Background: an optimization exercise with open tools, aiming at small area and a short achievable clock period. Do not read the settings as production practice. No run shown here included a check of the RTL's function; only the layout flow was run. The clock port is modelled as an ideal driver, which makes a skipped or thinned clock tree look cheaper than it is; a real chip needs a root buffer or a tree. Power figures rest on the tool's default switching activity, not on a simulated workload.

==> flow/design.v, too long to show whole: its modules and the start of the top module <==
// module booth_mult_top: 15 lines
// module booth_mult: 895 lines
// module mfa: 6 lines
// module mbenc: 7 lines
// module mbpp: 5 lines
// module mha: 6 lines
module booth_mult_top (
  input  wire        clk,
  input  wire [15:0] x,
  input  wire [15:0] y,
  output reg  [31:0] p
);
  // ...
==> flow/flow/run.sh <==
#!/bin/bash
# Standard ORFS layout (standard.sh) with these changes:
# - port buffers of the smallest buffer cell;
# - every combinational cell set to its smallest size before the
#   floorplan's timing repair sizes up what the clock period needs
#   (flow/downsize.tcl);
export BUFFER_PORTS_ARGS="-buffer_cell sky130_fd_sc_hd__buf_1"
export PRE_FLOORPLAN_TCL=$PWD/flow/downsize.tcl
export POST_CTS_TCL=$PWD/flow/skew3.tcl
export SKEW_STAGES="${SKEW_STAGES:-dlygate4sd1_1 dlygate4sd1_1 dlygate4sd1_1 dlygate4sd1_1 dlygate4sd1_1 dlygate4sd1_1 dlygate4sd1_1 dlygate4sd1_1}"
export SKEW_TAPBUF=${SKEW_TAPBUF:-clkbuf_8}
export SKEW_HOLD_MIN=${SKEW_HOLD_MIN:-0.05}
export SKEW_PAD_ALLOW=${SKEW_PAD_ALLOW:-1.0}
export SKEW_BIG_TAP_LOADS=${SKEW_BIG_TAP_LOADS:-10}
export SKEW_SLACK_GIVE=${SKEW_SLACK_GIVE:-0.05}
export SKEW_PAD_CELL=${SKEW_PAD_CELL:-dlygate4sd3_1}
export SKEW_REGS="${SKEW_REGS:-^p\\\\?\\[}"
bash standard.sh finish > standard.log 2>&1
==> flow/flow/downsize.tcl <==
# Set every combinational cell to the smallest-area cell of its footprint
# (same function); the flow's repair steps then size up what timing needs.
set n 0
foreach inst [get_cells *] {
  set lc [get_lib_cells -of_objects $inst]
  set name [get_name $lc]
  if {![regexp {^(sky130_fd_sc_hd__[a-z0-9]+)_[0-9]+$} $name -> base]} { continue }
  if {[regexp {df|dl|sdf|tap|conb|clkbuf_16|decap|fill} $base]} { continue }
  set best $name
  set best_area [get_property $lc area]
  foreach c [get_lib_cells ${base}_*] {
    set cn [get_name $c]
    if {![regexp "^${base}_\[0-9\]+\$" $cn]} { continue }
    if {[info exists ::env(DONT_USE_CELLS)] && [lsearch -exact $::env(DONT_USE_CELLS) $cn] >= 0} { continue }
    if {[regexp {lpflow|probe} $cn]} { continue }
    set a [get_property $c area]
    if {$a < $best_area} { set best $cn; set best_area $a }
  }
  if {$best ne $name} {
    replace_cell $inst [get_lib_cells $best]
    incr n
  }
}
puts "downsize: replaced $n cells"
==> flow/flow/skew3.tcl <==
set block [ord::get_db_block]
set db [ord::get_db]
set stage_cells $::env(SKEW_STAGES)
set tapbuf $::env(SKEW_TAPBUF)
set regs_re $::env(SKEW_REGS)
set hold_min $::env(SKEW_HOLD_MIN)
set pad_allow $::env(SKEW_PAD_ALLOW)
set pad_cell $::env(SKEW_PAD_CELL)

set clk_port [$block findBTerm clk]
set root_net [$clk_port getNet]

set sinks {}
set sx 0; set sy 0
foreach inst [$block getInsts] {
  if {[regexp $regs_re [$inst getName]]} {
    lappend sinks $inst
    set loc [$inst getLocation]
    set sx [expr {$sx + [lindex $loc 0]}]
    set sy [expr {$sy + [lindex $loc 1]}]
  }
}
set n [llength $sinks]
if {$n == 0} { error "skew: no registers match $regs_re" }
set cx [expr {$sx / $n}]; set cy [expr {$sy / $n}]
set pl [$clk_port getBBox]
set px [expr {([$pl xMin] + [$pl xMax]) / 2}]
set py [expr {([$pl yMin] + [$pl yMax]) / 2}]

proc new_cell {cell name x y in_net} {
  set block [ord::get_db_block]
  set master [[ord::get_db] findMaster sky130_fd_sc_hd__$cell]
  if {$master eq "NULL"} { error "skew: no master $cell" }
  set inst [odb::dbInst_create $block $master $name]
  $inst setLocation [expr {int($x)}] [expr {int($y)}]
  $inst setPlacementStatus PLACED
  [$inst findITerm A] connect $in_net
  set out [odb::dbNet_create $block ${name}_net]
  $out setSigType CLOCK
  [$inst findITerm X] connect $out
  return [list $inst $out]
}

if {[info exists ::env(SKEW_XYBUF)] && $::env(SKEW_XYBUF) ne ""} {
  set ox 0; set oy 0; set others {}
  foreach inst [$block getInsts] {
    if {[lsearch -exact $sinks $inst] >= 0} { continue }
    set ck [$inst findITerm CLK]
    if {$ck eq "NULL"} { continue }
    if {![regexp {df} [[$inst getMaster] getName]]} { continue }
    lappend others $inst
    set loc [$inst getLocation]
    set ox [expr {$ox + [lindex $loc 0]}]; set oy [expr {$oy + [lindex $loc 1]}]
  }
  set no [llength $others]
  lassign [new_cell $::env(SKEW_XYBUF) skew_xy [expr {$ox / $no}] [expr {$oy / $no}] $root_net] xyinst xynet
  foreach inst [concat $others $sinks] {
    set ck [$inst findITerm CLK]
    $ck disconnect
    $ck connect $xynet
  }
  puts "skew: $no registers and the $n product registers moved to one clock buffer"
}
# chain and taps; tap j hangs after j stages
set taps {}
set prev $root_net
set len [llength $stage_cells]
for {set j 0} {$j <= $len} {incr j} {
  if {$j > 0} {
    set f [expr {double($j) / ($len + 1)}]
    lassign [new_cell [lindex $stage_cells [expr {$j - 1}]] skew_dly_$j \
      [expr {$px + ($cx - $px) * $f}] [expr {$py + ($cy - $py) * $f}] $prev] inst prev
  }
  lassign [new_cell $tapbuf skew_tap_$j $cx $cy $prev] tinst tnet
  lappend taps [list $tinst $tnet]
}
detailed_placement
estimate_parasitics -placement

proc reg_slacks {inst} {
  set name [$inst getName]
  set d [get_pins -of_objects [get_cells $name] -filter "direction == input"]
  set dpin ""
  foreach p $d { if {[get_property $p lib_pin_name] eq "D"} { set dpin $p } }
  set qpin ""
  foreach p [get_pins -of_objects [get_cells $name] -filter "direction == output"] { set qpin $p }
  return [list [get_property $dpin slack_max] [get_property $dpin slack_min] [get_property $qpin slack_max]]
}

# slacks of every register at every tap (tap -1: the CTS tree)
array set S {}
foreach inst $sinks {
  set ck [$inst findITerm CLK]
  set orig [$ck getNet]
  set nm [$inst getName]
  set S($nm,nets) [list $orig]
  lassign [reg_slacks $inst] s h o
  set S($nm,vals) [list [list $s $h $o]]
  foreach t $taps {
    lassign $t tinst tnet
    $ck disconnect
    $ck connect $tnet
    estimate_parasitics -placement
    lappend S($nm,nets) $tnet
    lappend S($nm,vals) [list {*}[reg_slacks $inst]]
  }
  $ck disconnect
  $ck connect $orig
}
estimate_parasitics -placement
# the slack every register can reach (hold made up by pads within pad_allow)
set V 1e9
foreach inst $sinks {
  set nm [$inst getName]
  set b -1e9
  foreach v $S($nm,vals) {
    lassign $v s h o
    if {$h >= $hold_min - $pad_allow} { set b [expr {max($b, min($s, $o))}] }
  }
  set V [expr {min($V, $b)}]
}
set V [expr {$V - $::env(SKEW_SLACK_GIVE)}]
puts "skew: slack every register can reach: [format %.3f $V]"
# each register: the clock that balances its input and output slack best
# without pads, if that reaches V; else the one that reaches V with the
# most hold slack (the fewest pads)
foreach inst $sinks {
  set nm [$inst getName]
  set choice -1; set bv -1e9
  set i 0
  foreach v $S($nm,vals) {
    lassign $v s h o
    if {$h >= $hold_min && min($s, $o) > $bv + 0.005} { set bv [expr {min($s, $o)}]; set choice $i }
    incr i
  }
  if {$bv < $V} {
    set choice -1
    set bh -1e9; set i 0
    foreach v $S($nm,vals) {
      lassign $v s h o
      if {min($s, $o) >= $V && $h > $bh} { set bh $h; set choice $i }
      incr i
    }
  }
  if {$choice < 0} { set choice 0 }
  set ck [$inst findITerm CLK]
  $ck disconnect
  $ck connect [lindex $S($nm,nets) $choice]
  lassign [lindex $S($nm,vals) $choice] s h o
  puts "skew: $nm -> [expr {$choice == 0 ? "tree" : "tap [expr {$choice - 1}]"}] setup [format %.3f $s] out [format %.3f $o] hold [format %.3f $h]"
}
estimate_parasitics -placement
# a tap buffer that drives many registers gets the largest clock buffer
foreach t $taps {
  lassign $t tinst tnet
  set nl [expr {[llength [$tnet getITerms]] - 1}]
  if {$nl > $::env(SKEW_BIG_TAP_LOADS)} {
    $tinst swapMaster [$db findMaster sky130_fd_sc_hd__clkbuf_16]
    puts "skew: [$tinst getName] drives $nl registers: clkbuf_16"
  }
}
estimate_parasitics -placement
# make up missing hold slack on short paths: put a delay cell in front of the
# input pin, on the register's shortest path, that has the most setup slack
set ws [worst_slack -max]
puts "skew: worst setup slack after taps [format %.3f $ws]"
set npad 0
proc dpin_of {inst} {
  foreach p [get_pins -of_objects [get_cells [$inst getName]] -filter "direction == input"] {
    if {[get_property $p lib_pin_name] eq "D"} { return $p }
  }
}
set pad_master [$db findMaster sky130_fd_sc_hd__$pad_cell]
foreach inst [concat $sinks $sinks] {
  set dpin [dpin_of $inst]
  for {set it 0} {$it < 40} {incr it} {
    set h [get_property $dpin slack_min]
    if {$h >= $hold_min} { break }
    set path [lindex [find_timing_paths -path_delay min -to $dpin -group_path_count 1] 0]
    set cand ""; set cand_s -1e9
    foreach pt [get_property $path points] {
      set pin [get_property $pt pin]
      if {[get_property $pin direction] ne "input"} { continue }
      if {[get_property $pin is_clock]} { continue }
      set sm [get_property $pin slack_max]
      if {$sm > $cand_s + 0.05} { set cand $pin; set cand_s $sm }
    }
    if {$cand eq "" || $cand_s < $ws + 0.6} {
      puts "skew: [$inst getName] hold [format %.3f $h], no pin to pad"
      break
    }
    set iname [get_name [get_cells -of_objects $cand]]
    set pname [get_property $cand lib_pin_name]
    set oinst [$block findInst $iname]
    set it_ [$oinst findITerm $pname]
    set net [$it_ getNet]
    set pi [odb::dbInst_create $block $pad_master skew_pad_$npad]
    set loc [$oinst getLocation]
    $pi setLocation [lindex $loc 0] [lindex $loc 1]
    $pi setPlacementStatus PLACED
    set nn [odb::dbNet_create $block skew_pad_${npad}_net]
    $it_ disconnect
    [$pi findITerm A] connect $net
    [$pi findITerm X] connect $nn
    $it_ connect $nn
    incr npad
    estimate_parasitics -placement
    puts "skew: [$inst getName] hold [format %.3f $h]: pad before $iname/$pname (setup slack [format %.3f $cand_s])"
  }
}
puts "skew: $npad pad cells"
# drop unused taps and chain ends, clock buffers left without loads, and
# the dummy loads CTS hung on the tree it built
set changed 1
while {$changed} {
  set changed 0
  foreach inst [$block getInsts] {
    set mname [[$inst getMaster] getName]
    if {![regexp {clkbuf|dlygate|clkdlybuf|clkinv|bufinv|__inv_|__buf_} $mname]} { continue }
    set outs {}
    foreach it [$inst getITerms] {
      if {[$it isOutputSignal]} { lappend outs $it }
    }
    if {[llength $outs] != 1} { continue }
    set net [[lindex $outs 0] getNet]
    set dead 0
    if {$net eq "NULL"} {
      set dead 1
    } elseif {[llength [$net getITerms]] == 1 && [llength [$net getBTerms]] == 0} {
      set dead 1
    }
    if {!$dead} { continue }
    set onclk 0
    foreach it [$inst getITerms] {
      if {[$it isInputSignal] && [$it getNet] ne "NULL" && [[$it getNet] getSigType] eq "CLOCK"} { set onclk 1 }
    }
    if {!$onclk && ![string match skew_* [$inst getName]]} { continue }
    puts "skew: removing unloaded [$inst getName]"
    odb::dbInst_destroy $inst
    if {$net ne "NULL"} { odb::dbNet_destroy $net }
    set changed 1
  }
}
detailed_placement
estimate_parasitics -placement
report_worst_slack -max
report_worst_slack -min
if {[info exists ::env(SKEW_PUSH)] && $::env(SKEW_PUSH) > 0} {
  # push setup past what the skew reached, with the usual repair moves
  set ws [worst_slack -max]
  repair_timing -setup -setup_margin [expr {$ws + $::env(SKEW_PUSH)}] -skip_last_gasp
  detailed_placement
  estimate_parasitics -placement
  report_worst_slack -max
}
repair_timing_helper
detailed_placement
check_placement -verbose
estimate_parasitics -placement
report_worst_slack -max
report_worst_slack -min
==> flow/standard.sh <==
#!/bin/bash
# synth_recipe.tcl (not shown) runs the flow's synth.tcl, then flattens the netlist and writes it again
# the make line also repeats each setting of config.mk as NAME=value (left out here)
make -C /OpenROAD-flow-scripts/flow DESIGN_CONFIG=/design/flow/config.mk WORK_HOME=/design/flow/orfs CLKGATE_MAP_FILE= SYNTH_SCRIPT=/design/flow/synth_recipe.tcl "${@:-finish}"
==> flow/config.mk <==
export PLATFORM = sky130hd
export DESIGN_NAME = booth_mult_top
export DESIGN_NICKNAME = booth_mult_top
export VERILOG_FILES = /design/flow/design.v
export SDC_FILE = /design/flow/constraint.sdc
export NUM_CORES = 4
export LEC_CHECK = 0
export CAP_MARGIN = 20
export CORE_MARGIN = 2
export CORE_UTILIZATION = 40
export SETUP_SLACK_MARGIN = 3
export SLEW_MARGIN = 20
export SYNTH_HIERARCHICAL = 1
==> flow/constraint.sdc <==
create_clock -name core_clock -period 8.5 [get_ports {clk}]
set_input_delay 1.7000 -clock core_clock [delete_from_list [all_inputs] [get_ports {clk}]]
set_output_delay 1.7000 -clock core_clock [all_outputs]
set_load 0.01 [all_outputs]
==> impl_results.md, run 1 <==
- CP startpoint: y_q[13]
- Crit-path slowest cell: o22ai_1
- Pre-CTS WS: 1.970 ns
- Drt total wl: 19,050 um
- FF-to-FF path depth: 18
- Initial Utilization: 41.03%
- Seq area share: 15.49%
- Syn Std Cell Area: 7121 um2
- Layout cell share with drive strength beyond 1: 4.453%
- PwrDens: 469.5 nW/um2
- Status: no timing/DRC/antenna violations
- Fin util: 47.88%
- Hpwl dp: 13,560 um
- M2 GR Usage: 36.82%
- Leakage: 3.171 nW
- CP bufs+invs: 2
- Residual DRC: 0
- Max_cap viols: 0
- Post-layout min period: 4.594 ns
- DR top layer: met4
- Critical Path RT: 10.07 ns
- Sequential power: 0.507 mW
- Biggest register: p
- Critical path peak fanout: 28
- Reg2reg setup slack: 3.91 ns
- Largest net degree at the start of global routing: 29
- Peak supply drop: 0.2918 mV
- Syn_area_per_cell: 10.50 um2
- Sum of negative setup slack: 0 ns
- Tapcells: 225
==> inputs of run 2 (changes only) <==
--- a/flow/flow/skew3.tcl
+++ b/flow/flow/skew3.tcl
@@ -165,49 +165,56 @@
 set ws [worst_slack -max]
 puts "skew: worst setup slack after taps [format %.3f $ws]"
 set npad 0
+set ws [worst_slack -max]
 proc dpin_of {inst} {
   foreach p [get_pins -of_objects [get_cells [$inst getName]] -filter "direction == input"] {
     if {[get_property $p lib_pin_name] eq "D"} { return $p }
   }
 }
+proc pad_all {} {
+  global sinks hold_min block db pad_cell npad ws pad_master
+  set pad_master [$db findMaster sky130_fd_sc_hd__$pad_cell]
+  foreach inst [concat $sinks $sinks] {
+    set dpin [dpin_of $inst]
+    for {set it 0} {$it < 40} {incr it} {
+      set h [get_property $dpin slack_min]
+      if {$h >= $hold_min} { break }
+      set path [lindex [find_timing_paths -path_delay min -to $dpin -group_path_count 1] 0]
+      set cand ""; set cand_s -1e9
+      foreach pt [get_property $path points] {
+        set pin [get_property $pt pin]
+        if {[get_property $pin direction] ne "input"} { continue }
+        if {[get_property $pin is_clock]} { continue }
+        set sm [get_property $pin slack_max]
+        if {$sm > $cand_s + 0.05} { set cand $pin; set cand_s $sm }
+      }
+      if {$cand eq "" || $cand_s < $ws + 0.6} {
+        puts "skew: [$inst getName] hold [format %.3f $h], no pin to pad"
+        break
+      }
+      set iname [get_name [get_cells -of_objects $cand]]
+      set pname [get_property $cand lib_pin_name]
+      set oinst [$block findInst $iname]
+      set it_ [$oinst findITerm $pname]
+      set net [$it_ getNet]
+      set pi [odb::dbInst_create $block $pad_master skew_pad_$npad]
+      set loc [$oinst getLocation]
+      $pi setLocation [lindex $loc 0] [lindex $loc 1]
+      $pi setPlacementStatus PLACED
+      set nn [odb::dbNet_create $block skew_pad_${npad}_net]
+      $it_ disconnect
+      [$pi findITerm A] connect $net
+      [$pi findITerm X] connect $nn
+      $it_ connect $nn
+      incr npad
+      estimate_parasitics -placement
+      puts "skew: [$inst getName] hold [format %.3f $h]: pad before $iname/$pname (setup slack [format %.3f $cand_s])"
+    }
+  }
+
+}
 set pad_master [$db findMaster sky130_fd_sc_hd__$pad_cell]
-foreach inst [concat $sinks $sinks] {
-  set dpin [dpin_of $inst]
-  for {set it 0} {$it < 40} {incr it} {
-    set h [get_property $dpin slack_min]
-    if {$h >= $hold_min} { break }
-    set path [lindex [find_timing_paths -path_delay min -to $dpin -group_path_count 1] 0]
-    set cand ""; set cand_s -1e9
-    foreach pt [get_property $path points] {
-      set pin [get_property $pt pin]
-      if {[get_property $pin direction] ne "input"} { continue }
-      if {[get_property $pin is_clock]} { continue }
-      set sm [get_property $pin slack_max]
-      if {$sm > $cand_s + 0.05} { set cand $pin; set cand_s $sm }
-    }
-    if {$cand eq "" || $cand_s < $ws + 0.6} {
-      puts "skew: [$inst getName] hold [format %.3f $h], no pin to pad"
-      break
-    }
-    set iname [get_name [get_cells -of_objects $cand]]
-    set pname [get_property $cand lib_pin_name]
-    set oinst [$block findInst $iname]
-    set it_ [$oinst findITerm $pname]
-    set net [$it_ getNet]
-    set pi [odb::dbInst_create $block $pad_master skew_pad_$npad]
-    set loc [$oinst getLocation]
-    $pi setLocation [lindex $loc 0] [lindex $loc 1]
-    $pi setPlacementStatus PLACED
-    set nn [odb::dbNet_create $block skew_pad_${npad}_net]
-    $it_ disconnect
-    [$pi findITerm A] connect $net
-    [$pi findITerm X] connect $nn
-    $it_ connect $nn
-    incr npad
-    estimate_parasitics -placement
-    puts "skew: [$inst getName] hold [format %.3f $h]: pad before $iname/$pname (setup slack [format %.3f $cand_s])"
-  }
-}
+pad_all
 puts "skew: $npad pad cells"
 # drop unused taps and chain ends, clock buffers left without loads, and
 # the dummy loads CTS hung on the tree it built
@@ -243,6 +250,10 @@
 }
 detailed_placement
 estimate_parasitics -placement
+pad_all
+detailed_placement
+estimate_parasitics -placement
+puts "skew: $npad pad cells after the second pass"
 report_worst_slack -max
 report_worst_slack -min
 if {[info exists ::env(SKEW_PUSH)] && $::env(SKEW_PUSH) > 0} {
==> impl_results.md, run 2 <==
- Status: did not finish (was no timing/DRC/antenna violations)
- Failed at: clock tree synthesis
- Stop err: Error: cts.tcl, 90 can't read "db": no such variable
- Syn Std Cell Area: 7121 um2 (unchanged)
- Port Buf Inserts: 64 (unchanged)
- Die Span Y: 137.4 um (unchanged)
- Syn_area_per_cell: 10.50 um2 (unchanged)
- Die extent in x: 137.4 um (unchanged)
- Rows: 48 (unchanged)
- I/O pin count: 65 (unchanged)
- Routability cong.: 0.9064 (unchanged)
- Syn Inst Count: 678 (unchanged)
- Yosys Warn Count: 7 (unchanged)
- Initial Utilization: 41.03% (unchanged)
- Pre-CTS WS: 1.970 ns (unchanged)
- Hpwl dp: 13,560 um (unchanged)
[run 2: worst max path at each step]
stage | start | depth (start not counted) | to | slack [ns]
after floorplan | y_q[3] | 15 | p[29] | 3.22
after global placement | y_q[1] | 19 | p[29] | 2.24
after detailed placement | y_q[1] | 19 | p[29] | 1.97
[run 2: stage by stage]
step / instance area [um2] / instances
floorplan: 7151 / 686
global placement: 7691 / 973
detailed placement: 7691 / 973
[run 2: power by group through the flow]
stage | clock network (mW) | registers (mW) | logic (mW)
floorplan | 0 | 0.542 | 2.30
detailed placement | 0 | 0.513 | 3.02
global placement | 0 | 0.512 | 2.98
==> inputs of run 3 (changes only) <==
--- a/flow/flow/skew3.tcl
+++ b/flow/flow/skew3.tcl
@@ -171,9 +171,9 @@
     if {[get_property $p lib_pin_name] eq "D"} { return $p }
   }
 }
-proc pad_all {} {
-  global sinks hold_min block db pad_cell npad ws pad_master
-  set pad_master [$db findMaster sky130_fd_sc_hd__$pad_cell]
+proc pad_all {sinks hold_min pad_master npadvar ws} {
+  upvar 1 $npadvar npad
+  set block [ord::get_db_block]
   foreach inst [concat $sinks $sinks] {
     set dpin [dpin_of $inst]
     for {set it 0} {$it < 40} {incr it} {
@@ -214,7 +214,7 @@
 
 }
 set pad_master [$db findMaster sky130_fd_sc_hd__$pad_cell]
-pad_all
+pad_all $sinks $hold_min $pad_master npad $ws
 puts "skew: $npad pad cells"
 # drop unused taps and chain ends, clock buffers left without loads, and
 # the dummy loads CTS hung on the tree it built
@@ -250,7 +250,7 @@
 }
 detailed_placement
 estimate_parasitics -placement
-pad_all
+pad_all $sinks $hold_min $pad_master npad $ws
 detailed_placement
 estimate_parasitics -placement
 puts "skew: $npad pad cells after the second pass"
==> impl_results.md, run 3 <==
- Status: no timing/DRC/antenna violations (was did not finish)
- Crit-path max cell delay: 0.32 ns
- Period utilization: 48.15%
- Unrepaired setup endpoints after global routing: no
- Most frequent cells in the layout: xnor2_1, a22oi_1, fa_1, buf_1, dfxtp_1
- Layout area overhead: 17.27%
- Final max-slew violation count: 0
- Worst-Skew Late Latency: 1.92 ns
- Hold_sp: y_q[15]
- Clock transition at the registers of the reported paths: 0.08 ns
- Hpwl dp: 13,560 um (unchanged)
- Post-route cell area: 8351 um2
- Critical path peak fanout: 1
- Sum of negative setup slack: 0 ns
- Port Buf Inserts: 64 (unchanged)
- WL/cell: 18.77 um
- Yosys Warn Count: 7 (unchanged)
- Rows: 48 (unchanged)
- Cell count of the worst hold path: 6
- Max reg flops: 32
- R2r endpoint: p[31]
- Fmax: 244.4 MHz
- Top flop regs: p (32), x_q (16), y_q (16)
- Setup-failing EPs final: 0
- Biggest register: p
- Initial antenna violation count: 0
- FF-to-FF path depth: 17
- Initial Utilization: 41.03% (unchanged)
- Placed cell areas: 7691 um2 (unchanged)
- Most common cell after layout, fill and taps aside: xnor2_1
- Crit-path slowest cell: dfxtp_1
- Residual DRC: 0
- Cell Chain, Critical Path: buf_1
- Final hold vios: 0
- Setup CP Type: flip-flop to output pin
- Syn Std Cell Area: 7121 um2 (unchanged)
- Worst EP arrival: 2.39 ns
- Routed vias: 5,687
- Critical Path RT: 6.80 ns
- PwrDens: 470.1 nW/um2
- Worst-Margin Slew: 0.8379 ns
- Core box area: 17,360 um2
- Final ANT Viol Nets: 0
- Number of global-route vias before repair: 5,941
- Fin nets: 971
- Total GRT Usage: 21.46%
- Tot Pwr: 3.925 mW
- Global-route wire length before repair: 30,950 um
- Crit Reg-Reg Startpoint: y_q[3]
- Drt total wl: 19,090 um
- Leakage: 3.189 nW
- Reg2reg setup slack: 4.41 ns
- Vias per inst: 5.592
- Crit start category: flip-flop
- Largest net degree at the start of global routing: 29
- Syn_area_per_cell: 10.50 um2 (unchanged)
- Syn Inst Count: 678 (unchanged)
- Top delay family on crit path: flip-flops
- Die Span Y: 137.4 um (unchanged)
- Die extent in x: 137.4 um (unchanged)
- Cells after DPL: 973 (unchanged)
- Die area: 18,880 um2
- CP bufs+invs: 1
- Hold endpoint: p[25]
- Clock Skew: 1.639 ns
- I/O pin count: 65 (unchanged)
- First-pass iteration count of the detailed router: 6
- Post-layout min period: 4.092 ns
- Final std cells w/o fill: 1,017
- Routability cong.: 0.9064 (unchanged)
- Layout cell share with drive strength beyond 1: 4.430%
- Total gr overflow: 0
- Worst min path class: flip-flop to flip-flop
- Starting DRT DRC Count: 421
- CTS sink cnt: 64
- Peak supply drop: 0.3012 mV
- Critical Path Sink Type: output pin
- Fin util: 48.11%
- Max_cap viols: 0
- Slew HR: 44.06%
## run 3: where the power goes
part | leakage [nW] | internal, mW | switching, mW | total [mW]
registers | 0.540 | 0.456 | 0.0510 | 0.507
logic | 2.51 | 1.39 | 1.66 | 3.05
clock network | 0.139 | 0.197 | 0.170 | 0.367
## run 3: area by class of cell, without the clock buffers
type,instances,area [um2]
flip-flops and latches,64,1287
plain buffers,37,397.9
repair buffers,71,296.5
multi-input cells,580,5833
inverters,33,123.9
well taps,225,281.5
fillers,1559,9006
diodes,2,5.005
## run 3: how the worst max path moves through the flow
stage                 from  endpoint  slack (ns)  depth (start not counted)
floorplan           y_q[3]     p[29]        3.22                         15
global route        y_q[3]     p[31]        4.11                         17
detailed placement  y_q[1]     p[29]        1.97                         19
global placement    y_q[1]     p[29]        2.24                         19
finish               p[30]     p[30]        4.41                          1
## run 3: worst reg2reg max path, stage by stage (launching register included)
cell	delay (ns)
dfxtp_1	0.30
buf_4	0.37
nand2_1	0.10
o22ai_1	0.51
a22oi_1	0.17
xnor2_1	0.34
fa_1	0.50
fa_1	0.43
fa_1	0.54
fa_1	0.42
ha_1	0.33
a21oi_1	0.14
o21ai_0	0.16
a32oi_1	0.28
a21oi_2	0.16
o41ai_4	0.45
nand2_1	0.09
a21oi_1	0.13
## run 3: routing by layer
metal / track usage (%) / vias to the layer above / share of wire (%) / wire [um]
met5: 0 / - / 0 / 0
met4: 8.419 / 0 / 3.6 / 683
li1: - / 2609 / - / -
met2: 36.82 / 253 / 49 / 9321
met3: 4.121 / 49 / 7.4 / 1417
met1: 26.61 / 2776 / 40 / 7666
## run 3: through the flow
stage	hold WS (ns)	worst slack [ns]
final	0.06099	4.408
after floorplan	0.7125	3.219
after global routing	0.1404	4.112
after detailed placement	0.8585	1.970
after global placement	0.8636	2.240

[re-timing with driven ports]
No port has a modelled driver above. Below, the same layouts with a new extraction and two added sets of constraints.
Step 1, drivers: a clkbuf_16 drives clk and a buf_2 each remaining input, both assumed.
Step 2, shift: input delay + t, output delay - t, t = (earliest + latest rising clock arrival at the registers) / 2. This alone moves slack from input paths to output paths.
Three values: no drivers, after step 1, after step 2; two values: the first two.
run	t (ns)	setup WS [ns]	clock arrival spread, ns	worst data-port slew with drivers (ns)	cell pins on the clock port's net
run 1	1.054	3.906 / 3.905 / 3.905	1.740 / 1.738	0.04	3
run 3	1.079	4.408 / 4.350 / 4.409	1.793 / 1.792	0.04	3
Clock arrivals are far apart in run 1 and run 3, so t is only a midpoint there and step 2 fits no single register. For run 1, which loses most, drivers alone change the setup slack by -0.001 ns; drivers and shift together by -0.001 ns.
